This is an optimization exercise on Yosys and OpenROAD, whose aim is small area and a short achievable clock period, not a production implementation.
Where RTL was checked, it was by simulation tests only, not by an equivalence proof against the original.
For runs 4 to 7, only the layout was checked, not whether the RTL still works.
Power is estimated from default activity; no workload was simulated.

==> flow/design.v (outline; a module is shown in full before it is edited, if it fits) <==
// module wallace_16bit: 957 lines
// module top: 199 lines
module top(data_in,clk,interrupt,reset,data_out,
           pm_addr,pm_rdata,dm_en,dm_we,dm_addr,dm_wdata,dm_rdata);
  // ...
==> flow/flow/run.sh <==
#!/bin/bash
# Own layout flow: the standard ORFS flow, with
#  * the standard synthesis, except that the final ABC mapping uses
#    flow/abc_map.script (area-recovering mapping) instead of ORFS's speed
#    script; registers are mapped before ABC, so they are the standard ones;
#  * port buffers of a faster cell;
#  * a clock tree of mid-size buffers without dummy loads;
#  * a setup-repair margin, so that repair_timing works below the clock period.
# make's output is in make_standard.log, each step's log in orfs/logs/.
set -euo pipefail
cd "$(dirname "$0")/.."
W=$(pwd)
{
  cat <<'EOT'
# Use the flow's own ABC script for the technology mapping.
proc abc {args} {
  set i [lsearch -exact $args -script]
  if {$i >= 0} { lset args [expr {$i + 1}] $::env(OWN_ABC_SCRIPT) }
  yosys abc {*}$args
}
EOT
  cat synth_recipe.tcl
} > own_synth.tcl
export OWN_ABC_SCRIPT=$W/flow/abc_map.script
bash standard.sh \
  "SYNTH_SCRIPT=$W/own_synth.tcl" \
  "BUFFER_PORTS_ARGS=-buffer_cell sky130_fd_sc_hd__buf_2" \
  "CTS_ARGS=-sink_clustering_enable -repair_clock_nets -buf_list sky130_fd_sc_hd__clkbuf_8 -sink_clustering_size 24 -dont_use_dummy_load" \
  "SETUP_SLACK_MARGIN=9" \
  finish > make_standard.log 2>&1
==> flow/flow/abc_map.script <==
&get -n
&st
&dch -f
&nf -R 1000
&st
&dch -f
&nf -R 1000
&put
buffer -c
topo
stime -c
upsize -c
dnsize -c
==> flow/standard.sh <==
#!/bin/bash
# synth_recipe.tcl (not shown) runs the flow's synth.tcl, then flattens the netlist and writes it again
# the make line also repeats each setting of config.mk as NAME=value (left out here)
make -C /OpenROAD-flow-scripts/flow DESIGN_CONFIG=/design/flow/config.mk WORK_HOME=/design/flow/orfs CLKGATE_MAP_FILE= SYNTH_SCRIPT=/design/flow/synth_recipe.tcl "${@:-finish}"
==> flow/config.mk <==
export PLATFORM = sky130hd
export DESIGN_NAME = top
export DESIGN_NICKNAME = top
export VERILOG_FILES = /design/flow/design.v
export SDC_FILE = /design/flow/constraint.sdc
export NUM_CORES = 4
export LEC_CHECK = 0
export CAP_MARGIN = 20
export CORE_MARGIN = 2
export CORE_UTILIZATION = 40
export SLEW_MARGIN = 20
==> flow/constraint.sdc <==
create_clock -name core_clock -period 25.0 [get_ports {clk}]
set_input_delay 5.0000 -clock core_clock [delete_from_list [all_inputs] [get_ports {clk}]]
set_output_delay 5.0000 -clock core_clock [all_outputs]
set_load 0.01 [all_outputs]
==> summary.txt, run 1 <==
Status
  • Outcome: no timing/DRC/antenna violations

Detailed routing
  • Detail Route Antenna Nets: 0
  • Drc violations: 0
  • Final wirelength: 166.4 mm
  • WL per Instance: 29.28 µm
  • Via count: 36440

Timing
  • Worst Clk Skew: 0.1332 ns
  • Hold Violations, Final: 0
  • WHS: 0.4024 ns
  • Worst Slack Setup Final: 8.501 ns
  • Unrepaired setup endpoints after global routing: true

Critical path
  • Worst setup endpoint: pm_addr[13]

Floorplan
  • Chip height: 323.6 µm
  • Die width: 323.6 µm

Clocking
  • H-tree Lvls: 3
  • PostCTS Resize Cnt: 240
  • Clock buffer depth: 3

Yosys
  • Cells after Synth: 4064
  • Synth unique cells: 86

Global routing
  • Antenna violations before repair: 9
  • First-pass GRT wire length: 237.2 mm
  • GR Util met2: 0.4642

Pwr
  • Comb group: 1.71 mW
  • Int Power: 2.374 mW
  • Peak supply drop: 49.22 µV

Place
  • Input/output buffers: 132
  • RePlAce Congestion: 0.9512

Final layout
  • Area of the multi-input gates: 21070 µm²
  • Seq_cells: 681
  • Non-clk invs: 320
  • Layout cells sized above 1: 0.1898
==> run 2: changes to the inputs <==
==> flow/flow/run.sh (replaced) <==
#!/bin/bash
# Own layout flow: the standard ORFS flow (standard synthesis unchanged),
# with port buffers of a faster cell, a clock tree of mid-size buffers
# without dummy loads, and a setup-repair margin so that repair_timing
# works below the clock period. Each step's log is in orfs/logs/.
set -euo pipefail
cd "$(dirname "$0")/.."
bash standard.sh \
  "BUFFER_PORTS_ARGS=-buffer_cell sky130_fd_sc_hd__buf_2" \
  "CTS_ARGS=-sink_clustering_enable -repair_clock_nets -buf_list sky130_fd_sc_hd__clkbuf_8 -sink_clustering_size 24 -dont_use_dummy_load" \
  "SETUP_SLACK_MARGIN=9" \
  finish > make_standard.log 2>&1
removed: flow/flow/abc_map.script
==> summary.txt, run 2 <==
Clocking
  • CTS buffer count: 110
  • Clock sink count: 681
  • CTS clock-pin slew for the worst setup and hold paths: 0.06 ns
  • CTS tree: done
  • H-tree Lvls: 3 (unchanged)
  • Clk Latency, worst-skew pair: 0.78 ns
  • Clock buffer depth: 3 (unchanged)
  • Root buffer cell: clkbuf_8

Detailed routing
  • Pre-antenna DRT Iters: 7
  • Drc violations: 0 (unchanged)
  • Vias/cell: 6.347
  • Final wirelength: 173.6 mm (+4.3%)
  • Via count: 36620 (+0.48%)
  • Detail Route Antenna Nets: 0 (unchanged)
  • Initial DRC Count: 5071
  • WL per Instance: 30.09 µm (+2.8%)

Critical path
  • CP peak stage delay: 0.54 ns
  • Crit start category: input port
  • Worst path top cell family by delay: adder cells
  • CP dominant cell by count: fa_1
  • Worst path slowest cell: fa_1
  • Worst path bufs/invs: 9
  • Reg-to-reg startpoint: imm[12]
  • Critical path endpoint category: output pin
  • CP max FO: 8
  • Critical Path Start: dm_rdata[4]
  • Crit path DAT: 12.16 ns
  • Critical path required time: 20.00 ns
  • Type of the worst setup path: input port to output pin

Yosys
  • Cells after Synth: 4139 (+1.8%)
  • Sequential fraction of the synthesis area: 0.4206
  • YS warnings: 4
  • Compound-Gate Fraction of Synth Area: 0.1282
  • Post-synth top area cell: edfxtp_1
  • Top-count cell post-synth: edfxtp_1
  • Largest family of logic cells by synthesized area: multiplexers
  • Synth unique cells: 107 (+24%)
  • Synth Area in XOR/XNOR: 0.02080
  • Post-Synth Adder-Cell Area: 0.1194
  • Mean post-synth cell area: 10.68 µm²
  • Flops & latches, synth: 681
  • Post-synth EDFFs: 496
  • Post-synthesis mux area share: 0.1310
  • Most used DFF post-synth: edfxtp_1
  • Share of the synthesized area in the top cell type: 0.3368
  • Simple logic cell fraction of the synthesized area: 0.1215
  • Synth top cells by count: edfxtp_1 (496), nor2_1 (425), mux2i_1 (368)
  • Top post-synthesis cells by area: edfxtp_1 (34%), fa_1 (9.1%), dfxtp_1 (8.4%), mux2i_1 (8.3%), nor2_1 (3.6%)
  • Async S/R FF share, synth: 0
  • Synthesized cell area: 44220 µm²

Timing
  • Worst Clk Skew: 0.09534 ns (-0.03785 ns)
  • Max-slew violations: 0
  • Final setup fails: 0
  • Final period util: 0.6863
  • Worst Slack Setup Final: 7.844 ns (-0.6570 ns)
  • Hold Violations, Final: 0 (unchanged)
  • Relative slew slack: 0.1795
  • Worst Tran Pin Value: 1.224 ns
  • Fin crit period: 17.16 ns
  • WHS: 0.4201 ns (+0.01774 ns)
  • Peak Freq: 0.05829 GHz
  • Setup TNS: 0 ns
  • Unrepaired setup endpoints after global routing: true

Global routing
  • Grt total ovfl: 0
  • Total GRT Usage: 0.3002
  • Vias in the first global route: 35370
  • Antenna violations before repair: 12 (+3)
  • First-pass GRT wire length: 247.3 mm (+4.3%)
  • Largest net degree at the start of global routing: 127

Pwr
  • Peak supply drop: 39.73 µV (-19%)
  • PD cells: 64.48 nW/µm²
  • Lkg Pwr: 18.58 nW

Final layout
  • Max reg flops: 496
  • Final non-filler cell total: 5769
  • Largest Register: rf
  • Commonest non-fill, non-tap cell in the layout: edfxtp_1
  • Design area: 50040 µm²
  • Layout cells sized above 1: 0.1813 (-0.008537)
  • Layout net count: 4662
  • Area Overhead vs Synth: 13.16%
  • Most frequent cells in the layout: edfxtp_1 (496), nor2_1 (406), mux2i_1 (358)
  • Fillers: 10290

Floorplan
  • Die width: 336.5 µm (+4.0%)
  • Die footprint: 113200 µm²
  • Core ar.: 109300 µm²
  • # rows: 121
  • Initial Util: 0.4045
  • Chip height: 336.5 µm (+4.0%)
  • IO Pins: 133

Place
  • Placed Area: 46940 µm²
  • Final HPWL DP: 116.1 mm
  • RePlAce Congestion: 0.9711 (+2.1%)
  • DP Worst Slack: 6.776 ns
  • Input/output buffers: 132 (unchanged)
  • Placed cell count: 5585

Run
  • Max Cap Violations: 0

Hold path
  • Min-Delay Startpoint: q3
  • HP Class: flip-flop to flip-flop

Status
  • Outcome: no timing/DRC/antenna violations
run 2: worst paths after layout:
| path | to | slack [ns] | cells past startpoint |
|---|---|---|---|
| min reg2reg | q3 | 0.42 | 1 |
| max reg2reg | cat[10] | 12.26 | 41 |
| min | q3 | 0.42 | 1 |
| max | pm_addr[7] | 7.84 | 31 |
run 2: where the power goes:
group / internal, mW / leakage [nW] / switching, mW
Combinational: 0.382 / 11.1 / 0.672
Sequential: 1.30 / 6.64 / 0.0647
Clock: 0.385 / 0.791 / 0.425
Total: 2.06 / 18.6 / 1.16
run 2: layout make-up:
| cell class | instances | area [µm²] | share of cell area |
|---|---|---|---|
| diodes | 2 | 5.005 | 0.0001000 |
| clock buffers | 110 | 1514 | 0.03026 |
| flip-flops and latches | 681 | 18610 | 0.3720 |
| repair buffers | 322 | 2494 | 0.04983 |
| inverters | 337 | 1353 | 0.02703 |
| well taps | 1476 | 1847 | 0.03691 |
| multi-input cells | 2841 | 24210 | 0.4839 |
run 2: cells by family (layout without fill, tap and decap cells):
family / count (synthesis) / after routing
AND/OR/NAND/NOR: 1125 / 1125
AO/OA/AOI/OAI: 823 / 823
flip-flops: 681 / 681
buffers and inverters: 617 / 769
multiplexers: 486 / 486
adder cells (fa/ha/maj): 302 / 302
XOR/XNOR: 105 / 105
other: 0 / 2
run 2: stage by stage:
| stage | utilization | total power [mW] |
|---|---|---|
| floorplan | - | 1.957 |
| global placement | 0.4293 | 2.292 |
| detailed placement | 0.4294 | 2.301 |
| CTS | 0.4526 | 3.169 |
| global route | 0.4578 | 3.338 |
| finish | 0.4578 | 3.226 |
run 2: layer usage:
metal	up-vias	wire length [µm]	global-route usage
met2	2318	76360	0.4544
met1	18440	68880	0.4072
met3	460	19150	0.06827
met5	-	83	0
li1	15380	-	-
met4	14	9143	0.1446
run 2: repair_timing:
action / in CTS / in global routing
gates resized for setup: 123 / 78
endpoints found under the setup margin: 16 / 16
pin swaps: 57 / 56
buffers inserted: 45 / 21
hold endpoints to repair: 0 / 0
hold buffers: 0 / 0
cloned: 3 / 1
run 2: worst reg2reg max path: cells and delay by family, from the launching register on:
family / cells / cell delay [ns]
fa+ha+maj: 9 / 3.34
simple gates: 10 / 3.26
buf+inv: 8 / 2.68
compound gates: 9 / 1.46
mux: 2 / 0.74
flops: 1 / 0.70
xor+xnor: 3 / 0.46
==> run 3: changes to the inputs <==
--- a/flow/flow/run.sh
+++ b/flow/flow/run.sh
@@ -8,5 +8,5 @@
 bash standard.sh \
   "BUFFER_PORTS_ARGS=-buffer_cell sky130_fd_sc_hd__buf_2" \
   "CTS_ARGS=-sink_clustering_enable -repair_clock_nets -buf_list sky130_fd_sc_hd__clkbuf_8 -sink_clustering_size 24 -dont_use_dummy_load" \
-  "SETUP_SLACK_MARGIN=9" \
+  "SETUP_SLACK_MARGIN=12" \
   finish > make_standard.log 2>&1
==> summary.txt, run 3 <==
Status
  • Outcome: no timing/DRC/antenna violations

Timing
  • Max-slew violations: 0 (unchanged)
  • Final setup fails: 0 (unchanged)
  • Fin crit period: 17.08 ns (-0.07191 ns)
  • Worst Slack Setup Final: 7.915 ns (+0.07191 ns)
  • Hold Violations, Final: 0 (unchanged)
  • Peak Freq: 0.05853 GHz (+0.42%)
  • Final period util: 0.6834 (-0.002876)
  • Setup TNS: 0 ns (unchanged)
  • Worst Tran Pin Value: 1.219 ns (-0.005541 ns)
  • Relative slew slack: 0.1800 (+0.0005250)
  • WHS: 0.4156 ns (-0.004510 ns)
  • Worst Clk Skew: 0.1309 ns (+0.03553 ns)
  • Unrepaired setup endpoints after global routing: true

Global routing
  • Vias in the first global route: 35930 (+1.6%)
  • Grt total ovfl: 0 (unchanged)
  • First-pass GRT wire length: 248.6 mm (+0.54%)
  • Antenna violations before repair: 12 (unchanged)
  • Largest net degree at the start of global routing: 54 (-57%)
  • Total GRT Usage: 0.3009 (+0.0007330)

Pwr
  • Total Power: 3.216 mW (-0.34%)
  • Lkg Pwr: 18.58 nW (about the same)
  • PD cells: 64.20 nW/µm² (-0.43%)
  • Peak supply drop: 36.97 µV (-7.0%)

Detailed routing
  • Top layer in use: met5
  • WL met1: 67.54 mm (-1.9%)
  • Pre-antenna DRT Iters: 6 (-1)
  • Final wirelength: 173.1 mm (-0.30%)
  • Met2 WL: 74.80 mm (-2.0%)
  • Initial DRC Count: 4890 (-3.6%)
  • WL per Instance: 29.93 µm (-0.55%)
  • Met3 routed WL: 20.97 mm (+9.5%)
  • Drc violations: 0 (unchanged)
  • Via count: 36650 (+0.085%)
  • Detail Route Antenna Nets: 0 (unchanged)
  • Vias/cell: 6.337 (-0.16%)

Clocking
  • H-tree Lvls: 3 (unchanged)
  • CTS clock-pin slew for the worst setup and hold paths: 0.05 ns (about the same)
  • CTS tree: done
  • CTS buffer count: 109 (-0.91%)
  • Clock sink count: 681 (unchanged)
  • Clock buffer depth: 3 (unchanged)
  • Clk Latency, worst-skew pair: 0.80 ns (+0.02 ns)
  • Root buffer cell: clkbuf_8

Critical path
  • Crit start category: input port
  • Reg-to-reg startpoint: RA_q[0]
  • Critical Path Start: dm_rdata[9]
  • Critical path required time: 20.00 ns (about the same)
  • Crit path DAT: 12.08 ns (-0.08 ns)
  • CP max FO: 16 (+8)
  • Critical path endpoint category: output pin
  • Type of the worst setup path: input port to output pin

Yosys
  • Synth unique cells: 107 (unchanged)
  • Sequential fraction of the synthesis area: 0.4206 (unchanged)
  • Most used DFF post-synth: edfxtp_1
  • Flops & latches, synth: 681 (unchanged)
  • YS warnings: 4 (unchanged)
  • Async S/R FF share, synth: 0 (unchanged)
  • Share of the synthesized area in the top cell type: 0.3368 (unchanged)
  • Top-count cell post-synth: edfxtp_1
  • Top post-synthesis cells by area: edfxtp_1 (34%), fa_1 (9.1%), dfxtp_1 (8.4%), mux2i_1 (8.3%), nor2_1 (3.6%)
  • Mean post-synth cell area: 10.68 µm² (unchanged)
  • Post-synth top area cell: edfxtp_1
  • Synth top cells by count: edfxtp_1 (496), nor2_1 (425), mux2i_1 (368)
  • Post-synth EDFFs: 496 (unchanged)
  • Cells after Synth: 4139 (unchanged)
  • Synthesized cell area: 44220 µm² (unchanged)

Floorplan
  • Die width: 336.5 µm (unchanged)
  • Core ar.: 109300 µm² (unchanged)
  • Die footprint: 113200 µm² (unchanged)
  • IO Pins: 133 (unchanged)
  • Chip height: 336.5 µm (unchanged)
  • Initial Util: 0.4045 (unchanged)
  • # rows: 121 (unchanged)

Place
  • Final HPWL DP: 118.2 mm (+1.8%)
  • Placed Area: 46980 µm² (about the same)
  • Placed cell count: 5593 (+0.14%)
  • Input/output buffers: 132 (unchanged)
  • RePlAce Congestion: 0.9588 (-1.3%)
  • DP Worst Slack: 6.931 ns (+0.1550 ns)

Run
  • Max Cap Violations: 0 (unchanged)

Final layout
  • Fillers: 10310 (+0.21%)
  • Design area: 50090 µm² (about the same)
  • Max reg flops: 496 (unchanged)
  • Final non-filler cell total: 5783 (+0.24%)
  • Area of the multi-input gates: 24260 µm² (+0.20%)
  • Most frequent cells in the layout: edfxtp_1 (496), nor2_1 (404), mux2i_1 (358)
  • Final Core Density: 0.4582 (+0.0004580)
  • Commonest non-fill, non-tap cell in the layout: edfxtp_1
  • Storage cell area: 18610 µm² (about the same)
  • Area Overhead vs Synth: 13.28% (about the same)
  • Largest Register: rf
  • Layout cells sized above 1: 0.1857 (+0.004418)
  • Layout net count: 4673 (+0.24%)

Hold path
  • HP Class: flip-flop to flip-flop
  • Min-Delay Startpoint: sq2
==> run 3: cell counts after synthesis <==
Identical to the previous run, type by type.
==> run 3: path summary, 6_finish.rpt <==
kind,end,slack [ns],cells after the start
setup / recovery,pm_addr[14],7.92,27
hold / removal,sq2,0.42,1
setup reg to reg,cat[10],12.58,40
hold reg to reg,sq2,0.42,1
==> run 3: area by class of cell <==
cell class	count	area share
Timing Repair Buffer	334	0.04956
Clock buffer	109	0.02995
Sequential cell	681	0.3716
Multi-Input combinational cell	2841	0.4844
Tap cell	1476	0.03687
Inverter	337	0.02740
Antenna cell	5	0.0002498
==> run 3: repair_timing <==
| item | CTS | global route |
|---|---|---|
| setup endpoints to repair | 22 | 21 |
| hold buffers | 0 | 0 |
| cloned | 3 | 0 |
| buffers inserted | 54 | 19 |
| resized for setup | 157 | 51 |
| pin swaps | 60 | 17 |
==> run 3: cells by family (layout without fill, tap and decap cells) <==
family	count (synthesis)	after routing	share of synthesized area
buffers and inverters	617	780	0.05846
DFF	681	681	0.4206
xor gates and xnor gates	105	105	0.02080
other	0	5	0
muxes	486	486	0.1310
AOI/OAI and AO/OA	823	823	0.1282
and+or+nand+nor	1125	1125	0.1215
adders and majority gates	302	302	0.1194
==> run 3: critical path, stage by stage <==
cell and delay [ns]:
buf_2 0.17, o221ai_2 0.18, buf_4 0.35, inv_1 0.28
nand2_8 0.13, fa_2 0.44, inv_2 0.08, ha_4 0.19
a21o_1 0.16, fa_1 0.50, fa_1 0.43, fa_2 0.37
fa_2 0.55, fa_2 0.44, ha_4 0.25, xor2_1 0.15
nor4_1 0.17, nand4_1 0.35, a21oi_2 0.32, a31oi_4 0.07
xnor2_1 0.18, or3_4 0.38, o211ai_4 0.14, buf_4 0.19
buf_16 0.16, mux2i_4 0.24, buf_2 0.16
==> run 3: where the power goes <==
part / switching [mW] / internal, mW / total, mW
logic: 0.667 / 0.384 / 1.05
registers: 0.0635 / 1.30 / 1.36
clock network: 0.422 / 0.381 / 0.803
==> run 3: routing by layer <==
metal / GRT usage / up-vias
met3: 0.07391 / 479
met1: 0.4080 / 18360
met4: 0.1468 / 16
met2: 0.4508 / 2394
li1: - / 15400
met5: 0 / -
==> module top, before the edit <==
module top(data_in,clk,interrupt,reset,data_out,
           pm_addr,pm_rdata,dm_en,dm_we,dm_addr,dm_wdata,dm_rdata);
input[15:0] data_in;
input clk,reset,interrupt;
output[15:0] data_out;
output [15:0] pm_addr;		 
input  [31:0] pm_rdata;		 
output dm_en,dm_we;		 
output [15:0] dm_addr,dm_wdata;	 
input  [15:0] dm_rdata;		 
reg         stall_pm;
reg  [31:0] ins_prv;
wire [31:0] ins = reset ? (stall_pm ? ins_prv : pm_rdata) : 32'd0;
wire [5:0]  op  = ins[31:26];
wire [4:0]  RA  = ins[20:16];
wire [4:0]  RB  = ins[15:11];
reg sq, sq1, sq2;
wire st_jump = ~op[5] & op[4] & op[3] & op[2] & ~sq1;
wire st_ld   = (op == 6'b010100) & ~sq2;
wire st_hlt  = (op == 6'b010001);
wire stall   = st_jump | st_ld | st_hlt;
always @(posedge clk) begin
  sq       <= st_jump;
  sq1      <= reset & sq;
  sq2      <= st_ld;
  stall_pm <= stall;
end
reg  [5:0]  op_dec;
reg  [15:0] imm;
reg         imm_sel;
reg         q1, q2, q3, q4, q5;
reg         mem_rw_ex, mem_en_ex, mem_mux_sel_dm;
reg  [4:0]  reg1, reg2, RW_dm;
reg  [4:0]  RA_q;
wire [4:0]  RB_q = imm[15:11];
wire d_jmp   = (op == 6'b011000);
wire d_condj = (op[5:2] == 4'b0111);
wire d_ld    = (op == 6'b010100);
wire d_st    = (op == 6'b010101);
wire d_imm   = (op[5:3] == 3'b001);
wire keep    = ~(d_jmp | d_condj | q1);
wire [4:0] RWm = ins[25:21] & {5{keep}};
wire [4:0] RAm = RA & {5{keep}};
wire [4:0] RBm = RB & {5{keep}};
wire [4:0] reg2_n = reset ? reg1 : 5'd0;
wire [4:0] RW_n   = reset ? reg2 : RW_dm;
wire [4:0] reg4_n = reset ? RW_dm : 5'd0;
wire a_ex = (reg2_n == RAm);
wire a_dm = ~a_ex & (RW_n == RAm);
wire a_wb = ~a_ex & ~a_dm & (reg4_n == RAm);
wire b_ex = (reg2_n == RBm);
wire b_dm = ~b_ex & (RW_n == RBm);
wire b_wb = ~b_ex & ~b_dm & (reg4_n == RBm);
wire q5_n = reset & q5;	 
reg sA_ex, sA_exo, sA_rd, sA_wb, sA_bk;
reg sB_ex, sB_exo, sB_rd, sB_wb, sB_bk;
reg byA, byB;		 
always @(posedge clk) begin
  q1      <= d_ld & ~q1;
  op_dec  <= op;
  imm     <= ins[15:0];
  imm_sel <= d_imm;
  q2      <= ins[26];
  q3      <= d_ld & ~q3;
  q4      <= d_st;
  reg1    <= RWm;
  RA_q    <= RA;
  mem_rw_ex      <= reset & q2;
  mem_en_ex      <= reset & (q3 | q4);
  q5             <= reset & ~q2 & (q3 | q4);
  mem_mux_sel_dm <= reset & q5;
  reg2    <= reg2_n;
  RW_dm   <= RW_n;
  sA_ex  <= a_ex;
  sA_exo <= a_dm & ~q5_n;
  sA_rd  <= a_dm & q5_n;
  sA_wb  <= a_wb;
  sA_bk  <= ~a_ex & ~a_dm & ~a_wb;
  sB_ex  <= ~d_imm & b_ex;
  sB_exo <= ~d_imm & b_dm & ~q5_n;
  sB_rd  <= ~d_imm & b_dm & q5_n;
  sB_wb  <= ~d_imm & b_wb;
  sB_bk  <= ~d_imm & ~b_ex & ~b_dm & ~b_wb;
  byA    <= ~reset | (RA == RW_dm);
  byB    <= ~reset | (RB == RW_dm);
end
reg  [15:0] ans_ex, Ex_out, ans_wb;
wire [15:0] ans_dm = mem_mux_sel_dm ? dm_rdata : Ex_out;
reg  [15:0] rf [1:31];
wire [15:0] rf_wd = ans_dm & {16{reset}};
integer k;
always @(posedge clk) begin
  for (k = 1; k < 32; k = k + 1)
    if (!reset || RW_dm == k) rf[k] <= rf_wd;
end
function [15:0] rf_rd(input [4:0] a);
  reg [15:0] m [0:7];
  integer i;
  begin
    for (i = 0; i < 8; i = i + 1) begin
      case (a[1:0])
        2'd0:    m[i] = (i == 0) ? 16'd8 : rf[4*i];
        2'd1:    m[i] = rf[4*i+1];
        2'd2:    m[i] = rf[4*i+2];
        default: m[i] = rf[4*i+3];
      endcase
    end
    rf_rd = m[a[4:2]];
  end
endfunction
wire [15:0] AR = byA ? ans_wb : rf_rd(RA_q);
wire [15:0] BR = byB ? ans_wb : rf_rd(RB_q);
wire [15:0] A_e = ({16{sA_ex}} & ans_ex) | ({16{sA_exo}} & Ex_out) |
                  ({16{sA_wb}} & ans_wb) | ({16{sA_bk}} & AR);
wire [15:0] B_e = ({16{sB_ex}} & ans_ex) | ({16{sB_exo}} & Ex_out) |
                  ({16{sB_wb}} & ans_wb) | ({16{sB_bk}} & BR) | ({16{imm_sel}} & imm);
wire [15:0] A = sA_rd ? dm_rdata : A_e;
wire [15:0] B = sB_rd ? dm_rdata : B_e;
wire        sub = op_dec[0];
wire [15:0] Bx  = B ^ {16{sub}};
wire [15:0] sum = A + Bx + {15'd0, sub};
wire        b3_15 = sub ? (~B[15] ^ (B[14:0] == 15'd0)) : B[15];
wire        ovf_add = (A[15] == b3_15) & (sum[15] != A[15]);
wire        sh_l   = (op_dec == 6'b011001);
wire        sh_a   = (op_dec == 6'b011011);
wire        sh_big = (B[15:4] != 12'd0);
wire [3:0]  shn    = B[3:0];
function [15:0] rev16(input [15:0] x);
  integer i;
  for (i = 0; i < 16; i = i + 1) rev16[i] = x[15-i];
endfunction
wire [15:0] sh_in  = sh_l ? rev16(A) : A;
wire        sh_f   = sh_a & A[15];
wire [15:0] st1    = shn[0] ? {sh_f, sh_in[15:1]} : sh_in;
wire [15:0] st2    = shn[1] ? {{2{sh_f}}, st1[15:2]} : st1;
wire [15:0] st3    = shn[2] ? {{4{sh_f}}, st2[15:4]} : st2;
wire [15:0] st4    = shn[3] ? {{8{sh_f}}, st3[15:8]} : st3;
wire [15:0] sh_r   = st4 & {16{~(sh_big & ~sh_a)}};	 
wire [15:0] sh_out = sh_l ? rev16(sh_r) : sh_r;
wire [15:0] mul_lo;
wire        mul_hnz;
wallace_16bit w1(A, B, mul_lo, mul_hnz);
reg [15:0] ans_tmp;
always @(*) begin
  case (op_dec)
    6'b000000, 6'b000001, 6'b001000, 6'b001001: ans_tmp = sum;
    6'b000010, 6'b001010: ans_tmp = B;
    6'b000100, 6'b001100: ans_tmp = A & B;
    6'b000101, 6'b001101: ans_tmp = A | B;
    6'b000110, 6'b001110: ans_tmp = A ^ B;
    6'b000111, 6'b001111: ans_tmp = ~B;
    6'b010100, 6'b010101: ans_tmp = A;
    6'b010110: ans_tmp = data_in;
    6'b011001, 6'b011010, 6'b011011: ans_tmp = sh_out;
    6'b111111: ans_tmp = mul_lo;
    default:   ans_tmp = ans_ex;
  endcase
end
wire addsub = (op_dec[5:4] == 2'b00) & (op_dec[2:1] == 2'b00);
wire ovf = addsub ? ovf_add : (op_dec == 6'b111111) ? mul_hnz : 1'b0;
wire [1:0] flag_ex = {ans_tmp == 16'd0, ovf};
reg [15:0] DM_data, data_out;
always @(posedge clk) begin
  ans_ex   <= reset ? ans_tmp : 16'd0;
  data_out <= reset ? ((op_dec == 6'b010111) ? A : data_out) : 16'd0;
  DM_data  <= B;	 
  Ex_out   <= reset ? ans_ex : 16'd0;
  ans_wb   <= reset ? ans_dm : 16'd0;
end
reg         jsel;
reg  [15:0] cat;		 
reg  [15:0] hold_address;
reg         run;		 
wire j_v   = (op == 6'b011100);
wire j_nv  = (op == 6'b011101);
wire j_z   = (op == 6'b011110);
wire j_nz  = (op == 6'b011111);
wire j_mp  = (op == 6'b011000);
wire j_ret = (op == 6'b010000);
wire j_unc = j_mp | j_ret | jsel;
wire taken = j_unc | (j_v & flag_ex[0]) | (j_nv & ~flag_ex[0]) |
             (j_z & flag_ex[1]) | (j_nz & ~flag_ex[1]);
wire [15:0] jmp_loc = j_ret ? cat : (jsel ? 16'hf000 : ins[15:0]);
wire [15:0] next_address = run ? hold_address + 16'd1 : 16'd0;
wire [15:0] CAJ     = stall ? hold_address : next_address;
assign pm_addr = reset ? (taken ? jmp_loc : CAJ) : 16'd0;
wire [15:0] pc_inc = pm_addr + 16'd1;
always @(posedge clk) begin
  jsel         <= reset & interrupt;
  cat          <= reset ? (interrupt ? pc_inc : cat) : 16'd0;
  hold_address <= pm_addr;
  run          <= reset;
  ins_prv      <= ins;
end
assign dm_en    = mem_en_ex;
assign dm_we    = mem_rw_ex;
assign dm_addr  = ans_ex;
assign dm_wdata = DM_data;
endmodule
==> run 4: changes to the inputs <==
--- a/flow/design.v
+++ b/flow/design.v
@@ -1089,12 +1089,9 @@
 endfunction
 wire [15:0] sh_in  = sh_l ? rev16(A) : A;
 wire        sh_f   = sh_a & A[15];
-wire [15:0] st1    = shn[0] ? {sh_f, sh_in[15:1]} : sh_in;
-wire [15:0] st2    = shn[1] ? {{2{sh_f}}, st1[15:2]} : st1;
-wire [15:0] st3    = shn[2] ? {{4{sh_f}}, st2[15:4]} : st2;
-wire [15:0] st4    = shn[3] ? {{8{sh_f}}, st3[15:8]} : st3;
-wire [15:0] sh_r   = st4 & {16{~(sh_big & ~sh_a)}};	 
-wire [15:0] sh_out = sh_l ? rev16(sh_r) : sh_r;
+wire [31:0] sh_ext = {{16{sh_f}}, sh_in} >> shn;
+wire [15:0] sh_r   = sh_ext[15:0];
+wire [15:0] sh_out = (sh_big & ~sh_a) ? 16'd0 : (sh_l ? rev16(sh_r) : sh_r);
 wire [15:0] mul_lo;
 wire        mul_hnz;
 wallace_16bit w1(A, B, mul_lo, mul_hnz);
@@ -1127,8 +1124,7 @@
 end
 reg         jsel;
 reg  [15:0] cat;		 
-reg  [15:0] hold_address;
-reg         run;		 
+reg  [15:0] hold_address, next_address;
 wire j_v   = (op == 6'b011100);
 wire j_nv  = (op == 6'b011101);
 wire j_z   = (op == 6'b011110);
@@ -1139,7 +1135,6 @@
 wire taken = j_unc | (j_v & flag_ex[0]) | (j_nv & ~flag_ex[0]) |
              (j_z & flag_ex[1]) | (j_nz & ~flag_ex[1]);
 wire [15:0] jmp_loc = j_ret ? cat : (jsel ? 16'hf000 : ins[15:0]);
-wire [15:0] next_address = run ? hold_address + 16'd1 : 16'd0;
 wire [15:0] CAJ     = stall ? hold_address : next_address;
 assign pm_addr = reset ? (taken ? jmp_loc : CAJ) : 16'd0;
 wire [15:0] pc_inc = pm_addr + 16'd1;
@@ -1147,7 +1142,7 @@
   jsel         <= reset & interrupt;
   cat          <= reset ? (interrupt ? pc_inc : cat) : 16'd0;
   hold_address <= pm_addr;
-  run          <= reset;
+  next_address <= reset ? pc_inc : 16'd0;
   ins_prv      <= ins;
 end
 assign dm_en    = mem_en_ex;
==> flow/flow/run.sh (replaced) <==
#!/bin/bash
# Own layout flow: the standard ORFS flow (standard synthesis unchanged),
# with port buffers of a faster cell, smaller clock-tree buffers and a
# setup-repair margin, so that repair_timing works below the clock period.
set -euo pipefail
cd "$(dirname "$0")/.."
bash standard.sh \
  "BUFFER_PORTS_ARGS=-buffer_cell sky130_fd_sc_hd__buf_2" \
  "CTS_BUF_LIST=sky130_fd_sc_hd__clkbuf_8" \
  "SETUP_SLACK_MARGIN=5" \
  finish > make_standard.log 2>&1
==> summary.txt, run 4 <==
Critical path
  • Critical path required time: 20.00 ns (about the same)
  • Crit start category: input port
  • Crit path DAT: 14.01 ns (+1.93 ns)
  • Worst R2R Setup Slack: 11.59 ns (-0.99 ns)
  • CP max FO: 16 (unchanged)
  • R2R depth: 36 (-10%)
  • Critical path endpoint category: output pin
  • Type of the worst setup path: input port to output pin
  • CP peak stage delay: 0.82 ns (+0.27 ns)
  • Worst path slowest cell: nor3_2

Timing
  • Worst Clk Skew: 0.1180 ns (-0.01291 ns)
  • Unrepaired setup endpoints after global routing: false
  • Setup TNS: 0 ns (unchanged)
  • Peak Freq: 0.05261 GHz (-10%)
  • Fin crit period: 19.01 ns (+1.924 ns)
  • Worst Tran Pin Value: 1.231 ns (+0.01271 ns)
  • Final period util: 0.7603 (+0.07695)
  • Final setup fails: 0 (unchanged)
  • Max-slew violations: 0 (unchanged)
  • Hold Violations, Final: 0 (unchanged)
  • WHS: 0.4045 ns (-0.01111 ns)
  • Relative slew slack: 0.1759 (-0.004089)

Yosys
  • Sequential fraction of the synthesis area: 0.4169 (-0.003685)
  • Post-synth EDFFs: 496 (unchanged)
  • Mean post-synth cell area: 10.93 µm² (+2.3%)
  • Flops & latches, synth: 696 (+2.2%)
  • Top-count cell post-synth: edfxtp_1
  • Cells after Synth: 4147 (+0.19%)
  • Share of the synthesized area in the top cell type: 0.3286 (-0.008256)
  • YS warnings: 4 (unchanged)
  • Synth unique cells: 123 (+15%)
  • Most used DFF post-synth: edfxtp_1
  • Synthesized cell area: 45330 µm² (+2.5%)
  • Async S/R FF share, synth: 0 (unchanged)
  • Post-synth top area cell: edfxtp_1
  • Top post-synthesis cells by area: edfxtp_1 (33%), dfxtp_1 (8.8%), fa_1 (8.8%), mux4_2 (5.0%), mux2i_1 (4.7%)
  • Synth top cells by count: edfxtp_1 (496), nor2_1 (427), inv_1 (314)

Final layout
  • Layout net count: 4611 (-1.3%)
  • Layout cells sized above 1: 0.1666 (-0.01914)
  • Commonest non-fill, non-tap cell in the layout: edfxtp_1
  • Final non-filler cell total: 5853 (+1.2%)
  • Largest Register: rf
  • Area Overhead vs Synth: 10.34%
  • Most frequent cells in the layout: edfxtp_1 (496), nor2_1 (424), inv_1 (363)
  • Max reg flops: 496 (unchanged)

Clocking
  • CTS buffer count: 120 (+10%)
  • Clock sink count: 696 (+2.2%)
  • CTS clock-pin slew for the worst setup and hold paths: 0.06 ns (about the same)
  • Clock buffer depth: 3 (unchanged)
  • Root buffer cell: clkbuf_8
  • PostCTS Resize Cnt: 0 (-100%)
  • Clk Latency, worst-skew pair: 0.85 ns (+0.05 ns)
  • Post-CTS setup repair buffer count: 0 (-100%)
  • CTS Hold Bufs: 0 (unchanged)
  • CTS tree: done
  • H-tree Lvls: 3 (unchanged)

Global routing
  • GR Util met2: 0.4599 (+0.009143)
  • Largest net degree at the start of global routing: 126 (+130%)
  • Vias in the first global route: 36180 (+0.71%)
  • Grt total ovfl: 0 (unchanged)
  • Met3 Usage GRT: 0.06055 (-0.01336)
  • Antenna violations before repair: 11 (-1)
  • Total GRT Usage: 0.2942 (-0.006703)
  • First-pass GRT wire length: 250.9 mm (+0.92%)
  • Most Crowded Layer GR: met2
  • Met1 Use GR: 0.3834 (-0.02457)

Place
  • RePlAce Congestion: 0.9931 (+3.6%)
  • Placed cell count: 5620 (+0.48%)
  • Input/output buffers: 132 (unchanged)
  • Final HPWL DP: 118.8 mm (+0.45%)

Detailed routing
  • Via count: 36980 (+0.92%)
  • Vias/cell: 6.318 (-0.29%)
  • Final wirelength: 174.3 mm (+0.69%)
  • Detail Route Antenna Nets: 0 (unchanged)
  • Pre-antenna DRT Iters: 6 (unchanged)
  • WL per Instance: 29.78 µm (-0.52%)
  • Initial DRC Count: 4858 (-0.65%)
  • Drc violations: 0 (unchanged)

Floorplan
  • Chip height: 340.6 µm (+1.2%)
  • # rows: 123 (+1.7%)
  • Die footprint: 116000 µm² (+2.5%)
  • IO Pins: 133 (unchanged)
  • Die width: 340.6 µm (+1.2%)
  • Core ar.: 112500 µm² (+2.9%)
  • Initial Util: 0.4029 (-0.001601)

Pwr
  • Lkg Pwr: 19.09 nW (+2.7%)
  • Peak supply drop: 42.32 µV (+14%)
  • PD cells: 68.45 nW/µm² (+6.6%)

Hold path
  • Worst Hold Depth: 1 (unchanged)
  • HP Class: flip-flop to flip-flop

Status
  • Outcome: no timing/DRC/antenna violations

Run
  • Max Cap Violations: 0 (unchanged)
run 4: cell count changes after synthesis, moves of 27 or more:
cell / change
mux2i_1: -155
o22ai_1: -67
mux4_2: +32
o221ai_1: +32
buf_6: +28
a211oi_1: +27
run 4: worst paths after layout:
kind,from,end
worst min-delay path,sq1,sq
worst min register to register,sq1,sq
worst max-delay path,dm_rdata[5],pm_addr[0]
worst max register to register,imm[12],cat[6]
run 4: layer usage:
| metal | vias up | routed length [µm] | share of wire |
|---|---|---|---|
| met1 | 18530 | 66590 | 0.38 |
| met2 | 2381 | 78370 | 0.45 |
| met5 | - | 14 | 0.000080 |
| met4 | 2 | 10690 | 0.061 |
| li1 | 15550 | - | - |
| met3 | 520 | 18610 | 0.11 |
run 4: through the flow:
stage / power (mW) / util / cell area (µm²) / worst slack (ns)
6_report: 3.423 / 0.4446 / 50010 / 5.992
5_1_grt: 3.557 / 0.4445 / 50000 / 5.662
4_1_cts: 3.411 / 0.4443 / 49980 / 6.214
3_5_place_dp: 2.374 / 0.4233 / 47620 / 6.242
3_3_place_gp: 2.368 / 0.4232 / 47610 / 6.314
2_1_floorplan: 2.013 / - / 45330 / 7.959
run 4: worst max-delay path, delay by kind of cell:
family                     cells  cell delay (ns)
buffers and inverters          6             1.43
and+or+nand+nor                9             2.26
muxes                          1             0.35
AOI/OAI and AO/OA              8             1.99
adders and majority gates      6             2.74
xor gates and xnor gates       1             0.22
run 4: cells by family (layout without fill, tap and decap cells):
logic type	after synthesis	in the layout	share of synthesized area
flip-flops	696	696	0.4169
buffers and inverters	619	818	0.06139
multiplexers	395	395	0.1176
AO/OA/AOI/OAI	892	892	0.1428
XOR/XNOR	95	95	0.01866
other	0	7	0
adder cells (fa/ha/maj)	302	302	0.1164
AND/OR/NAND/NOR	1148	1148	0.1262
run 4: final cells by class:
| type | instances | area [µm²] |
|---|---|---|
| diodes | 7 | 17.52 |
| clock buffers | 130 | 1789 |
| clock inverters | 95 | 570.5 |
| fillers | 10600 | 62480 |
| inverters | 331 | 1245 |
| multi-input cells | 2832 | 23940 |
| flip-flops and latches | 696 | 18910 |
| well taps | 1500 | 1877 |
| repair buffers | 262 | 1662 |
run 4: power breakdown:
part | switching, mW | total, mW | internal, mW
registers | 0.0688 | 1.39 | 1.32
clock network | 0.512 | 1.04 | 0.532
logic | 0.659 | 0.988 | 0.329
total | 1.24 | 3.42 | 2.18
==> run 5: changes to the inputs <==
--- a/flow/flow/run.sh
+++ b/flow/flow/run.sh
@@ -7,5 +7,5 @@
 bash standard.sh \
   "BUFFER_PORTS_ARGS=-buffer_cell sky130_fd_sc_hd__buf_2" \
   "CTS_BUF_LIST=sky130_fd_sc_hd__clkbuf_8" \
-  "SETUP_SLACK_MARGIN=5" \
+  "SETUP_SLACK_MARGIN=9" \
   finish > make_standard.log 2>&1
==> summary.txt, run 5 <==
Hold path
  • HP Class: flip-flop to flip-flop
  • Min-Delay Startpoint: sq1
  • Worst Hold Depth: 1 (unchanged)
  • Hold Path Sink: sq

Global routing
  • First-pass GRT wire length: 255.0 mm (+1.6%)
  • Total GRT Usage: 0.2987 (+0.004428)
  • Grt total ovfl: 0 (unchanged)
  • Antenna violations before repair: 10 (-1)
  • Vias in the first global route: 36220 (+0.099%)
  • Largest net degree at the start of global routing: 100 (-21%)

Place
  • RePlAce Congestion: 0.9765 (-1.7%)
  • Final HPWL DP: 119.6 mm (+0.65%)
  • Placed cell count: 5607 (-0.23%)
  • Input/output buffers: 132 (unchanged)

Floorplan
  • Chip height: 340.6 µm (unchanged)
  • Die width: 340.6 µm (unchanged)
  • Die footprint: 116000 µm² (unchanged)
  • # rows: 123 (unchanged)
  • Initial Util: 0.4029 (unchanged)
  • IO Pins: 133 (unchanged)
  • Core ar.: 112500 µm² (unchanged)

Detailed routing
  • Initial DRC Count: 4725 (-2.7%)
  • Pre-antenna DRT Iters: 9 (+3)
  • Vias/cell: 6.287 (-0.50%)
  • WL per Instance: 29.78 µm (about the same)
  • Via count: 37470 (+1.3%)
  • Drc violations: 0 (unchanged)
  • Final wirelength: 177.5 mm (+1.8%)
  • Detail Route Antenna Nets: 0 (unchanged)

Critical path
  • Worst path top cell family by delay: adder cells
  • Worst path slowest cell: fa_1
  • R2R depth: 42 (+17%)
  • Critical path endpoint category: output pin
  • Worst path bufs/invs: 10 (+4)
  • CP dominant cell by count: fa_1
  • CP max FO: 7 (-9)
  • Reg-to-reg startpoint: RA_q[1]
  • Critical path required time: 20.00 ns (about the same)
  • CP peak stage delay: 0.58 ns (-0.24 ns)
  • Type of the worst setup path: input port to output pin
  • RR Endpoint: cat[6]
  • Crit start category: input port
  • Crit path DAT: 11.92 ns (-2.09 ns)
  • Worst R2R Setup Slack: 13.19 ns (+1.60 ns)

Final layout
  • Fillers: 10290 (-2.9%)
  • Max reg flops: 496 (unchanged)
  • Layout net count: 4728 (+2.5%)
  • Most frequent cells in the layout: edfxtp_1 (496), nor2_1 (404), inv_1 (321)
  • Final non-filler cell total: 5960 (+1.8%)
  • Area Overhead vs Synth: 16.18%
  • Storage cell area: 18910 µm² (unchanged)
  • Area of the multi-input gates: 25070 µm² (+4.7%)
  • Commonest non-fill, non-tap cell in the layout: edfxtp_1
  • Largest Register: rf
  • Layout cells sized above 1: 0.2310 (+0.06442)

Timing
  • Relative slew slack: 0.1917 (+0.01580)
  • Final setup fails: 0 (unchanged)
  • Worst Tran Pin Value: 1.200 ns (-0.03171 ns)
  • Setup TNS: 0 ns (unchanged)
  • Unrepaired setup endpoints after global routing: true
  • Hold Violations, Final: 0 (unchanged)
  • Final period util: 0.6768 (-0.08354)
  • Peak Freq: 0.05910 GHz (+12%)
  • Max-slew violations: 0 (unchanged)
  • Worst Clk Skew: 0.08508 ns (-0.03289 ns)
  • Fin crit period: 16.92 ns (-2.088 ns)

Yosys
  • Sequential fraction of the synthesis area: 0.4169 (unchanged)
  • Post-synth EDFFs: 496 (unchanged)
  • Synth unique cells: 123 (unchanged)
  • Top post-synthesis cells by area: edfxtp_1 (33%), dfxtp_1 (8.8%), fa_1 (8.8%), mux4_2 (5.0%), mux2i_1 (4.7%)
  • Most used DFF post-synth: edfxtp_1
  • Cells after Synth: 4147 (unchanged)
  • Async S/R FF share, synth: 0 (unchanged)
  • Top-count cell post-synth: edfxtp_1
  • Synth top cells by count: edfxtp_1 (496), nor2_1 (427), inv_1 (314)
  • Synthesized cell area: 45330 µm² (unchanged)
  • YS warnings: 4 (unchanged)
  • Post-synth top area cell: edfxtp_1
  • Flops & latches, synth: 696 (unchanged)
  • Share of the synthesized area in the top cell type: 0.3286 (unchanged)
  • Mean post-synth cell area: 10.93 µm² (unchanged)

Pwr
  • Peak supply drop: 46.56 µV (+10%)
  • Switch share: 0.3639 (+0.002035)
  • Register share of total power: 0.386 (-0.021)
  • Comb power frac: 0.319 (+0.031)
  • Clock share of power: 0.295 (-0.010)
  • PD cells: 68.42 nW/µm² (about the same)
  • Int Power: 2.292 mW (+4.9%)
  • Lkg Pwr: 19.92 nW (+4.4%)
  • P_sw: 1.311 mW (+5.8%)
  • Total Power: 3.603 mW (+5.2%)

Run
  • Max Cap Violations: 0 (unchanged)

Clocking
  • Root buffer cell: clkbuf_8
  • CTS tree: done
  • CTS Hold Bufs: 0 (unchanged)
  • H-tree Lvls: 3 (unchanged)
  • CTS buffer count: 121 (+0.83%)
  • Clock sink count: 696 (unchanged)
  • Clock buffer depth: 3 (unchanged)
  • CTS clock-pin slew for the worst setup and hold paths: 0.06 ns (about the same)
  • Clk Latency, worst-skew pair: 0.83 ns (-0.02 ns)

Status
  • Outcome: no timing/DRC/antenna violations
[run 5: cell types whose count changed in the layout (fill, tap and decap cells not counted), moves of 11 or more]
| cell | before | now |
|---|---|---|
| buf_12 | 2 | 16 |
| buf_2 | 132 | 111 |
| buf_4 | 127 | 205 |
| buf_6 | 0 | 36 |
| fa_1 | 200 | 187 |
| fa_2 | 0 | 13 |
| ha_1 | 101 | 86 |
| ha_4 | 0 | 11 |
| inv_1 | 363 | 321 |
| nor2_1 | 424 | 404 |
[run 5: worst max path at each step]
stage                      from     endpoint  slack [ns]  cells after the start
floorplan           dm_rdata[8]   pm_addr[0]        8.81                     30
global placement    dm_rdata[1]   pm_addr[0]        6.61                     32
detailed placement  dm_rdata[5]  pm_addr[13]        6.59                     34
CTS                 dm_rdata[5]  pm_addr[13]        8.17                     30
global route        dm_rdata[4]  pm_addr[13]        7.91                     35
finish              dm_rdata[5]  pm_addr[13]        8.08                     31
[run 5: cells by family after synthesis]
group	synth area share
xor+xnor	0.01866
simple gates	0.1262
fa+ha+maj	0.1164
compound gates	0.1428
buf+inv	0.06139
flops	0.4169
mux	0.1176
[run 5: routing by layer]
layer,up-vias,global-route usage,share of wire
met5,-,0,0.00052
met4,6,0.1603,0.060
met3,528,0.05877,0.10
met2,2463,0.4676,0.45
met1,18700,0.3913,0.39
li1,15780,-,-
[run 5: through the flow]
stage               setup slack (ns)    util  cell area (µm²)  hold WS, ns
global route                   7.911  0.4679            52640       0.4334
finish                         8.080  0.4681            52660       0.4112
floorplan                      8.807       -            45840       0.3799
detailed placement             6.594  0.4262            47950       0.4076
CTS                            8.173  0.4629            52080       0.4166
global placement               6.613  0.4261            47940       0.3979
[run 5: area by class of cell]
class,instances,share of cell area
Antenna cell,10,0.0004752
Clock buffer,126,0.03293
Clock inverter,87,0.01226
Inverter,331,0.02566
Multi-Input combinational cell,2833,0.4761
Sequential cell,696,0.3592
Tap cell,1500,0.03564
Timing Repair Buffer,376,0.05764
Timing Repair inverter,1,0.0001663
[run 5: what timing repair did]
action	in CTS	in global routing
pin swaps	71	49
setup buffers	97	25
resized for setup	196	63
cloned	6	0
setup endpoints to repair	16	16
[run 5: power groups by stage]
stage / combinational (mW) / clock [mW] / sequential, mW
final: 1.15 / 1.06 / 1.39
after global routing: 1.21 / 1.13 / 1.40
after CTS: 1.09 / 1.07 / 1.39
after detailed placement: 0.983 / 0 / 1.41
after global placement: 0.982 / 0 / 1.41
after floorplan: 0.664 / 0 / 1.38
[run 5: worst register-to-register path: cells and delay by family (launching register included)]
| kind | cells | cell delay (ns) |
|---|---|---|
| compound gates | 11 | 2.55 |
| fa+ha+maj | 8 | 3.07 |
| buf+inv | 12 | 3.14 |
| xor+xnor | 1 | 0.26 |
| flops | 1 | 0.67 |
| simple gates | 10 | 2.01 |
==> run 6: changes to the inputs <==
--- a/flow/design.v
+++ b/flow/design.v
@@ -1045,29 +1045,16 @@
 reg  [15:0] ans_ex, Ex_out, ans_wb;
 wire [15:0] ans_dm = mem_mux_sel_dm ? dm_rdata : Ex_out;
 reg  [15:0] rf [1:31];
-wire [15:0] rf_wd = ans_dm & {16{reset}};
 integer k;
 always @(posedge clk) begin
-  for (k = 1; k < 32; k = k + 1)
-    if (!reset || RW_dm == k) rf[k] <= rf_wd;
-end
-function [15:0] rf_rd(input [4:0] a);
-  reg [15:0] m [0:7];
-  integer i;
-  begin
-    for (i = 0; i < 8; i = i + 1) begin
-      case (a[1:0])
-        2'd0:    m[i] = (i == 0) ? 16'd8 : rf[4*i];
-        2'd1:    m[i] = rf[4*i+1];
-        2'd2:    m[i] = rf[4*i+2];
-        default: m[i] = rf[4*i+3];
-      endcase
-    end
-    rf_rd = m[a[4:2]];
+  if (!reset) begin
+    for (k = 1; k < 32; k = k + 1) rf[k] <= 16'd0;
+  end else if (RW_dm != 5'd0) begin
+    rf[RW_dm] <= ans_dm;
   end
-endfunction
-wire [15:0] AR = byA ? ans_wb : rf_rd(RA_q);
-wire [15:0] BR = byB ? ans_wb : rf_rd(RB_q);
+end
+wire [15:0] AR = byA ? ans_wb : (RA_q == 5'd0) ? 16'd8 : rf[RA_q];
+wire [15:0] BR = byB ? ans_wb : (RB_q == 5'd0) ? 16'd8 : rf[RB_q];
 wire [15:0] A_e = ({16{sA_ex}} & ans_ex) | ({16{sA_exo}} & Ex_out) |
                   ({16{sA_wb}} & ans_wb) | ({16{sA_bk}} & AR);
 wire [15:0] B_e = ({16{sB_ex}} & ans_ex) | ({16{sB_exo}} & Ex_out) |
@@ -1111,9 +1098,50 @@
     default:   ans_tmp = ans_ex;
   endcase
 end
+wire [15:0] zx = A, zy = Bx;
+wire        z_add = (~((zx[0] ^ zy[0]) ^ sub)) &
+                    (&(~((zx[14:0] | zy[14:0]) ^ (zx[15:1] ^ zy[15:1]))));
+wire [16:0] za, zb;	 
+genvar gi;
+generate for (gi = 0; gi <= 16; gi = gi + 1) begin : g_tz
+  if (gi == 0) begin
+    assign za[gi] = 1'b1;
+    assign zb[gi] = 1'b1;
+  end else begin
+    assign za[gi] = (A[gi-1:0] == 0);
+    assign zb[gi] = (B[gi-1:0] == 0);
+  end
+end endgenerate
+wire [16:0] zab;
+generate for (gi = 0; gi <= 16; gi = gi + 1) begin : g_tzab
+  assign zab[gi] = za[gi] & zb[16-gi];
+end endgenerate
+wire        z_mul = |zab;
+wire [15:0] mask_r = 16'hffff << shn;	 
+wire [15:0] mask_l = 16'hffff >> shn;	 
+wire        z_shr = ((A & mask_r) == 16'd0);
+wire        z_shl = ((A & mask_l) == 16'd0);
+reg zero;
+always @(*) begin
+  case (op_dec)
+    6'b000000, 6'b000001, 6'b001000, 6'b001001: zero = z_add;
+    6'b000010, 6'b001010: zero = (B == 16'd0);
+    6'b000100, 6'b001100: zero = ((A & B) == 16'd0);
+    6'b000101, 6'b001101: zero = ((A | B) == 16'd0);
+    6'b000110, 6'b001110: zero = (A == B);
+    6'b000111, 6'b001111: zero = (B == 16'hffff);
+    6'b010100, 6'b010101: zero = (A == 16'd0);
+    6'b010110: zero = (data_in == 16'd0);
+    6'b011001: zero = sh_big | z_shl;
+    6'b011010: zero = sh_big | z_shr;
+    6'b011011: zero = z_shr;
+    6'b111111: zero = z_mul;
+    default:   zero = (ans_ex == 16'd0);
+  endcase
+end
 wire addsub = (op_dec[5:4] == 2'b00) & (op_dec[2:1] == 2'b00);
 wire ovf = addsub ? ovf_add : (op_dec == 6'b111111) ? mul_hnz : 1'b0;
-wire [1:0] flag_ex = {ans_tmp == 16'd0, ovf};
+wire [1:0] flag_ex = {zero, ovf};
 reg [15:0] DM_data, data_out;
 always @(posedge clk) begin
   ans_ex   <= reset ? ans_tmp : 16'd0;
==> flow/run.sh (new file) <==
#!/bin/bash
# synth_recipe.tcl (not shown) runs the flow's synth.tcl, then flattens the netlist and writes it again
# the make line also repeats each setting of config.mk as NAME=value (left out here)
make -C /OpenROAD-flow-scripts/flow DESIGN_CONFIG=/design/flow/config.mk WORK_HOME=/design/flow/orfs CLKGATE_MAP_FILE= SYNTH_SCRIPT=/design/flow/synth_recipe.tcl finish
removed: flow/flow/run.sh
removed: flow/standard.sh
==> summary.txt, run 6 <==
Detailed routing
  • Final wirelength: 192.8 mm (+8.6%)
  • Initial DRC Count: 5920 (+25%)
  • Drc violations: 0 (unchanged)
  • Vias/cell: 6.282 (about the same)
  • Pre-antenna DRT Iters: 8 (-1)
  • WL per Instance: 29.94 µm (+0.56%)
  • Via count: 40440 (+7.9%)
  • Detail Route Antenna Nets: 0 (unchanged)

Floorplan
  • IO Pins: 133 (unchanged)
  • Die footprint: 123900 µm² (+6.8%)
  • Die width: 352.0 µm (+3.3%)
  • Initial Util: 0.4037 (+0.0007482)
  • # rows: 127 (+3.3%)
  • Chip height: 352.0 µm (+3.3%)
  • Core ar.: 120000 µm² (+6.6%)

Timing
  • WHS: 0.4155 ns (+0.004336 ns)
  • Setup TNS: 0 ns (unchanged)
  • Relative slew slack: 0.2090 (+0.01728)
  • Max-slew violations: 0 (unchanged)
  • Hold Violations, Final: 0 (unchanged)
  • Final setup fails: 0 (unchanged)
  • Fin crit period: 19.66 ns (+2.736 ns)
  • Worst Tran Pin Value: 1.177 ns (-0.02230 ns)
  • Worst Clk Skew: 0.05108 ns (-0.03401 ns)
  • Final period util: 0.7862 (+0.1094)
  • Unrepaired setup endpoints after global routing: false
  • Peak Freq: 0.05088 GHz (-14%)

Yosys
  • Cells after Synth: 4752 (+15%)
  • Post-synthesis mux area share: 0.1455 (+0.02781)
  • Synthesized cell area: 48430 µm² (+6.8%)
  • Synth Area in XOR/XNOR: 0.02181 (+0.003146)
  • Async S/R FF share, synth: 0 (unchanged)
  • Post-synth top area cell: edfxtp_1
  • Compound-Gate Fraction of Synth Area: 0.1122 (-0.03061)
  • Post-Synth Adder-Cell Area: 0.1129 (-0.003579)
  • Flops & latches, synth: 712 (+2.3%)
  • Synth unique cells: 113 (-8.1%)
  • Sequential fraction of the synthesis area: 0.4001 (-0.01677)
  • Share of the synthesized area in the top cell type: 0.3175 (-0.01112)
  • Largest family of logic cells by synthesized area: multiplexers
  • YS warnings: 1 (-3)
  • Most used DFF post-synth: edfxtp_1
  • Mean post-synth cell area: 10.19 µm² (-6.8%)
  • Synth top cells by count: nor2_1 (899), edfxtp_1 (512), inv_1 (367)
  • Simple logic cell fraction of the synthesized area: 0.1429 (+0.01670)
  • Top post-synthesis cells by area: edfxtp_1 (32%), dfxtp_1 (8.3%), fa_1 (8.3%), mux4_2 (7.5%), nor2_1 (7.0%)
  • Post-synth EDFFs: 512 (+3.2%)
  • Top-count cell post-synth: nor2_1

Critical path
  • Worst path top cell family by delay: adder cells
  • CP peak stage delay: 0.60 ns (+0.02 ns)
  • Critical path depth in cells: 31 (unchanged)
  • Reg-to-reg startpoint: RA_q[0]
  • CP dominant cell by count: fa_1
  • Worst path bufs/invs: 4 (-6)
  • Critical path required time: 20.00 ns (about the same)
  • CP max FO: 39 (+32)
  • Type of the worst setup path: input port to output pin
  • Crit start category: input port
  • Worst R2R Setup Slack: 11.51 ns (-1.68 ns)
  • Worst path slowest cell: clkdlybuf4s50_1
  • R2R depth: 39 (-7.1%)
  • Crit path DAT: 14.66 ns (+2.74 ns)
  • RR Endpoint: cat[14]
  • Critical path endpoint category: output pin

Global routing
  • Largest net degree at the start of global routing: 88 (-12%)
  • Antenna violations before repair: 14 (+4)
  • Grt total ovfl: 0 (unchanged)
  • First-pass GRT wire length: 276.7 mm (+8.5%)
  • Vias in the first global route: 38860 (+7.3%)
  • Total GRT Usage: 0.3024 (+0.003731)

Place
  • Final HPWL DP: 131.7 mm (+10%)
  • RePlAce Congestion: 1.006 (+3.0%)
  • Input/output buffers: 132 (unchanged)

Pwr
  • PD cells: 69.80 nW/µm² (+2.0%)
  • Lkg Pwr: 20.09 nW (+0.85%)
  • Peak supply drop: 56.06 µV (+20%)

Hold path
  • Hold Path Sink: sq
  • Worst Hold Depth: 1 (unchanged)
  • Min-Delay Startpoint: sq1
  • HP Class: flip-flop to flip-flop

Clocking
  • CTS tree: done
  • Clk Latency, worst-skew pair: 0.69 ns (-0.14 ns)
  • Root buffer cell: clkbuf_16
  • Clock sink count: 712 (+2.3%)
  • Clock buffer depth: 3 (unchanged)
  • Post-CTS setup repair buffer count: 0 (-100%)
  • CTS Hold Bufs: 0 (unchanged)
  • CTS clock-pin slew for the worst setup and hold paths: 0.06 ns (about the same)
  • CTS buffer count: 86 (-29%)
  • PostCTS Resize Cnt: 0 (-100%)
  • H-tree Lvls: 3 (unchanged)

Final layout
  • Final Core Density: 0.4537 (-0.01441)
  • Largest Register: rf
  • Area Overhead vs Synth: 12.39%
  • Most frequent cells in the layout: nor2_1 (897), edfxtp_1 (512), inv_1 (366)
  • Layout cells sized above 1: 0.1224 (-0.1087)
  • Layout net count: 5136 (+8.6%)
  • Commonest non-fill, non-tap cell in the layout: nor2_1
  • Max reg flops: 512 (+3.2%)

Status
  • Outcome: no timing/DRC/antenna violations

Run
  • Max Cap Violations: 0 (unchanged)
-- run 6: cell count changes after synthesis, moves of 30 or more --
cell      before  now
nor2_1       427  899
clkbuf_1     142  246
nand2_1      242  320
mux4_2       101  161
inv_1        314  367
mux2i_1      213  260
o21ai_0      131   94
a211oi_1      78   47
o22ai_1       76   45
nor2b_1       50   20
-- run 6: worst max path at each step --
stage            startpoint  slack, ns     endpoint
6_report       dm_rdata[11]       5.34  pm_addr[14]
2_1_floorplan  dm_rdata[11]       7.47  pm_addr[10]
3_3_place_gp   dm_rdata[11]       5.67  pm_addr[14]
3_5_place_dp   dm_rdata[11]       5.51  pm_addr[14]
4_1_cts        dm_rdata[11]       5.47  pm_addr[14]
5_1_grt        dm_rdata[11]       4.64  pm_addr[15]
-- run 6: final cells by class --
type | instances | area [µm²]
Antenna cell | 4 | 10.01
Clock buffer | 99 | 2243
Clock inverter | 58 | 570.5
Fill cell | 11220 | 65540
Inverter | 386 | 1451
Multi-Input combinational cell | 3298 | 26350
Sequential cell | 712 | 19400
Tap cell | 1612 | 2017
Timing Repair Buffer | 269 | 2392
-- run 6: worst register-to-register path: cells and delay by family, from the launching register on --
kind | cells | cell delay, ns
AOI/OAI and AO/OA | 9 | 2.23
xor gates and xnor gates | 1 | 0.14
buffers and inverters | 6 | 2.58
and+or+nand+nor | 11 | 2.81
muxes | 3 | 1.12
adders and majority gates | 9 | 3.72
DFF | 1 | 0.83
-- run 6: layer usage --
layer | track usage | vias to the layer above | part of all wire
li1 | - | 16870 | -
met4 | 0.1620 | 14 | 0.063
met3 | 0.08109 | 618 | 0.13
met1 | 0.3964 | 20010 | 0.38
met2 | 0.4560 | 2927 | 0.44
met5 | 0 | - | 0.00045
-- run 6: kinds of logic (layout without fill, tap and decap cells) --
family,Yosys count,count (layout)
DFF,712,712
muxes,491,491
and+or+nand+nor,1599,1599
adders and majority gates,317,317
buffers and inverters,757,812
xor gates and xnor gates,119,119
AOI/OAI and AO/OA,756,756
other,1,20
-- run 6: per-stage QoR --
step / cell area, µm² / power (mW) / cells / setup slack [ns]
2_1_floorplan: 48490 / 2.075 / 4767 / 7.473
3_3_place_gp: 51550 / 2.495 / 6276 / 5.667
3_5_place_dp: 51580 / 2.504 / 6277 / 5.506
4_1_cts: 54390 / 3.762 / 6434 / 5.468
5_1_grt: 54430 / 3.909 / 6438 / 4.635
6_report: 54430 / 3.800 / 6438 / 5.344
-- run 6: report_power, final --
part | internal, mW | total, mW | leakage, nW | switching, mW
combinational | 0.385 | 1.14 | 11.8 | 0.756
sequential | 1.32 | 1.39 | 6.94 | 0.0633
clock | 0.722 | 1.27 | 1.35 | 0.551
total | 2.43 | 3.80 | 20.1 | 1.37
==> run 7: changes to the inputs <==
--- a/flow/config.mk
+++ b/flow/config.mk
@@ -5,6 +5,7 @@
 export SDC_FILE = /design/flow/constraint.sdc
 export NUM_CORES = 4
 export LEC_CHECK = 0
+export ABC_CLOCK_PERIOD_IN_PS = 10000
 export CAP_MARGIN = 20
 export CORE_MARGIN = 2
 export CORE_UTILIZATION = 40
==> summary.txt, run 7 <==
Status
  • Outcome: no timing/DRC/antenna violations

Place
  • Input/output buffers: 132 (unchanged)
  • Placed cell count: 6277 (unchanged)
  • Final HPWL DP: 131.7 mm (unchanged)
  • DP Worst Slack: 5.506 ns (unchanged)
  • RePlAce Congestion: 1.006 (unchanged)

Yosys
  • Synth top cells by count: nor2_1 (899), edfxtp_1 (512), inv_1 (367)
  • Mean post-synth cell area: 10.19 µm² (unchanged)
  • Most used DFF post-synth: edfxtp_1
  • YS warnings: 1 (unchanged)
  • Flops & latches, synth: 712 (unchanged)
  • Cells after Synth: 4752 (unchanged)
  • Sequential fraction of the synthesis area: 0.4001 (unchanged)
  • Synth unique cells: 113 (unchanged)
  • Share of the synthesized area in the top cell type: 0.3175 (unchanged)
  • Post-synth top area cell: edfxtp_1
  • Top post-synthesis cells by area: edfxtp_1 (32%), dfxtp_1 (8.3%), fa_1 (8.3%), mux4_2 (7.5%), nor2_1 (7.0%)
  • Post-synth EDFFs: 512 (unchanged)
  • Top-count cell post-synth: nor2_1
  • Async S/R FF share, synth: 0 (unchanged)
  • Synthesized cell area: 48430 µm² (unchanged)

Clocking
  • Root buffer cell: clkbuf_16
  • CTS clock-pin slew for the worst setup and hold paths: 0.06 ns (about the same)
  • Clock sink count: 712 (unchanged)
  • H-tree Lvls: 3 (unchanged)
  • CTS tree: done
  • Clock buffer depth: 3 (unchanged)
  • Clk Latency, worst-skew pair: 0.69 ns (about the same)
  • CTS buffer count: 86 (unchanged)
  • PostCTS Resize Cnt: 0 (unchanged)
  • CTS Hold Bufs: 0 (unchanged)
  • Post-CTS setup repair buffer count: 0 (unchanged)

Pwr
  • Total Power: 3.800 mW (unchanged)
  • Peak supply drop: 56.06 µV (unchanged)
  • Lkg Pwr: 20.09 nW (unchanged)
  • PD cells: 69.80 nW/µm² (unchanged)

Detailed routing
  • Via count: 40440 (unchanged)
  • Pre-antenna DRT Iters: 8 (unchanged)
  • Initial DRC Count: 5920 (unchanged)
  • Final wirelength: 192.8 mm (unchanged)
  • WL per Instance: 29.94 µm (unchanged)
  • Drc violations: 0 (unchanged)
  • Detail Route Antenna Nets: 0 (unchanged)
  • Vias/cell: 6.282 (unchanged)

Floorplan
  • Core ar.: 120000 µm² (unchanged)
  • # rows: 127 (unchanged)
  • Die footprint: 123900 µm² (unchanged)
  • IO Pins: 133 (unchanged)
  • Chip height: 352.0 µm (unchanged)
  • Die width: 352.0 µm (unchanged)
  • Initial Util: 0.4037 (unchanged)

Global routing
  • Antenna violations before repair: 14 (unchanged)
  • Grt total ovfl: 0 (unchanged)
  • Largest net degree at the start of global routing: 88 (unchanged)
  • Total GRT Usage: 0.3024 (unchanged)
  • Vias in the first global route: 38860 (unchanged)
  • First-pass GRT wire length: 276.7 mm (unchanged)

Critical path
  • Critical path required time: 20.00 ns (about the same)
  • Type of the worst setup path: input port to output pin
  • Worst path bufs/invs: 4 (unchanged)
  • R2R depth: 39 (unchanged)
  • Worst path slowest cell: clkdlybuf4s50_1
  • Crit start category: input port
  • RR Endpoint: cat[14]
  • CP dominant cell by count: fa_1
  • Crit path DAT: 14.66 ns (about the same)
  • Reg-to-reg startpoint: RA_q[0]
  • CP max FO: 39 (unchanged)
  • CP peak stage delay: 0.60 ns (about the same)
  • Worst R2R Setup Slack: 11.51 ns (about the same)
  • Worst path top cell family by delay: adder cells
  • Critical path endpoint category: output pin

Timing
  • Final setup fails: 0 (unchanged)
  • Hold Violations, Final: 0 (unchanged)
  • Setup TNS: 0 ns (unchanged)
  • Final period util: 0.7862 (unchanged)
  • Peak Freq: 0.05088 GHz (unchanged)
  • Max-slew violations: 0 (unchanged)
  • Relative slew slack: 0.2090 (unchanged)
  • Worst Clk Skew: 0.05108 ns (unchanged)
  • Worst Tran Pin Value: 1.177 ns (unchanged)
  • Unrepaired setup endpoints after global routing: false
  • Fin crit period: 19.66 ns (unchanged)
  • Worst Slack Setup Final: 5.344 ns (unchanged)

Run
  • Max Cap Violations: 0 (unchanged)

Final layout
  • Final Core Density: 0.4537 (unchanged)
  • Commonest non-fill, non-tap cell in the layout: nor2_1
  • Max reg flops: 512 (unchanged)
  • Final non-filler cell total: 6438 (unchanged)
  • Fillers: 11220 (unchanged)
  • Layout net count: 5136 (unchanged)
  • Area Overhead vs Synth: 12.39% (unchanged)
  • Largest Register: rf
  • Layout cells sized above 1: 0.1224 (unchanged)
  • Most frequent cells in the layout: nor2_1 (897), edfxtp_1 (512), inv_1 (366)

Hold path
  • HP Class: flip-flop to flip-flop
  • Min-Delay Startpoint: sq1
  • Hold Path Sink: sq
  • Worst Hold Depth: 1 (unchanged)
[run 7: area by class of cell]
class	count	area [µm²]	area share
tap	1612	2017	0.03705
multi-input combinational	3298	26350	0.4840
clock buffer	99	2243	0.04122
clock inverter	58	570.5	0.01048
inverter	386	1451	0.02666
antenna	4	10.01	0.0001839
timing repair buffer	269	2392	0.04395
sequential	712	19400	0.3564
[run 7: cells by family after synthesis]
logic type,synth area share
fa+ha+maj,0.1129
xor+xnor,0.02181
flops,0.4001
mux,0.1455
other cells,0.00007743
buf+inv,0.06462
simple gates,0.1429
compound gates,0.1122
[run 7: metrics by stage]
stage          instance area [µm²]  hold WS (ns)
2_1_floorplan                48490        0.3931
3_3_place_gp                 51550        0.4016
3_5_place_dp                 51580        0.4028
4_1_cts                      54390        0.4168
5_1_grt                      54430        0.4455
6_report                     54430        0.4155
[run 7: how the worst max path moves through the flow]
stage                            start          end  slack, ns  cells after the start
after floorplan           dm_rdata[11]  pm_addr[10]       7.47                     32
after global placement    dm_rdata[11]  pm_addr[14]       5.67                     31
after detailed placement  dm_rdata[11]  pm_addr[14]       5.51                     31
after CTS                 dm_rdata[11]  pm_addr[14]       5.47                     31
after global routing      dm_rdata[11]  pm_addr[15]       4.64                     31
final                     dm_rdata[11]  pm_addr[14]       5.34                     31
[run 7: power by group]
group          internal (mW)  switching [mW]  total, mW
Clock                  0.722           0.551       1.27
Sequential              1.32          0.0633       1.39
Combinational          0.385           0.756       1.14
[run 7: routing by layer]
metal	up-vias	track usage	routed length (µm)
met5	-	0	87
met4	14	0.1620	12180
met3	618	0.08109	24170
met2	2927	0.4560	83880
met1	20010	0.3964	72460
li1	16870	-	-

Setup slack of run 7, layout unchanged: 5.344 ns with ideal ports, 5.261 ns with driving cells assumed (clock clkbuf_16, inputs buf_2), 5.261 ns with port delays also shifted by the 0.735 ns mid clock arrival.
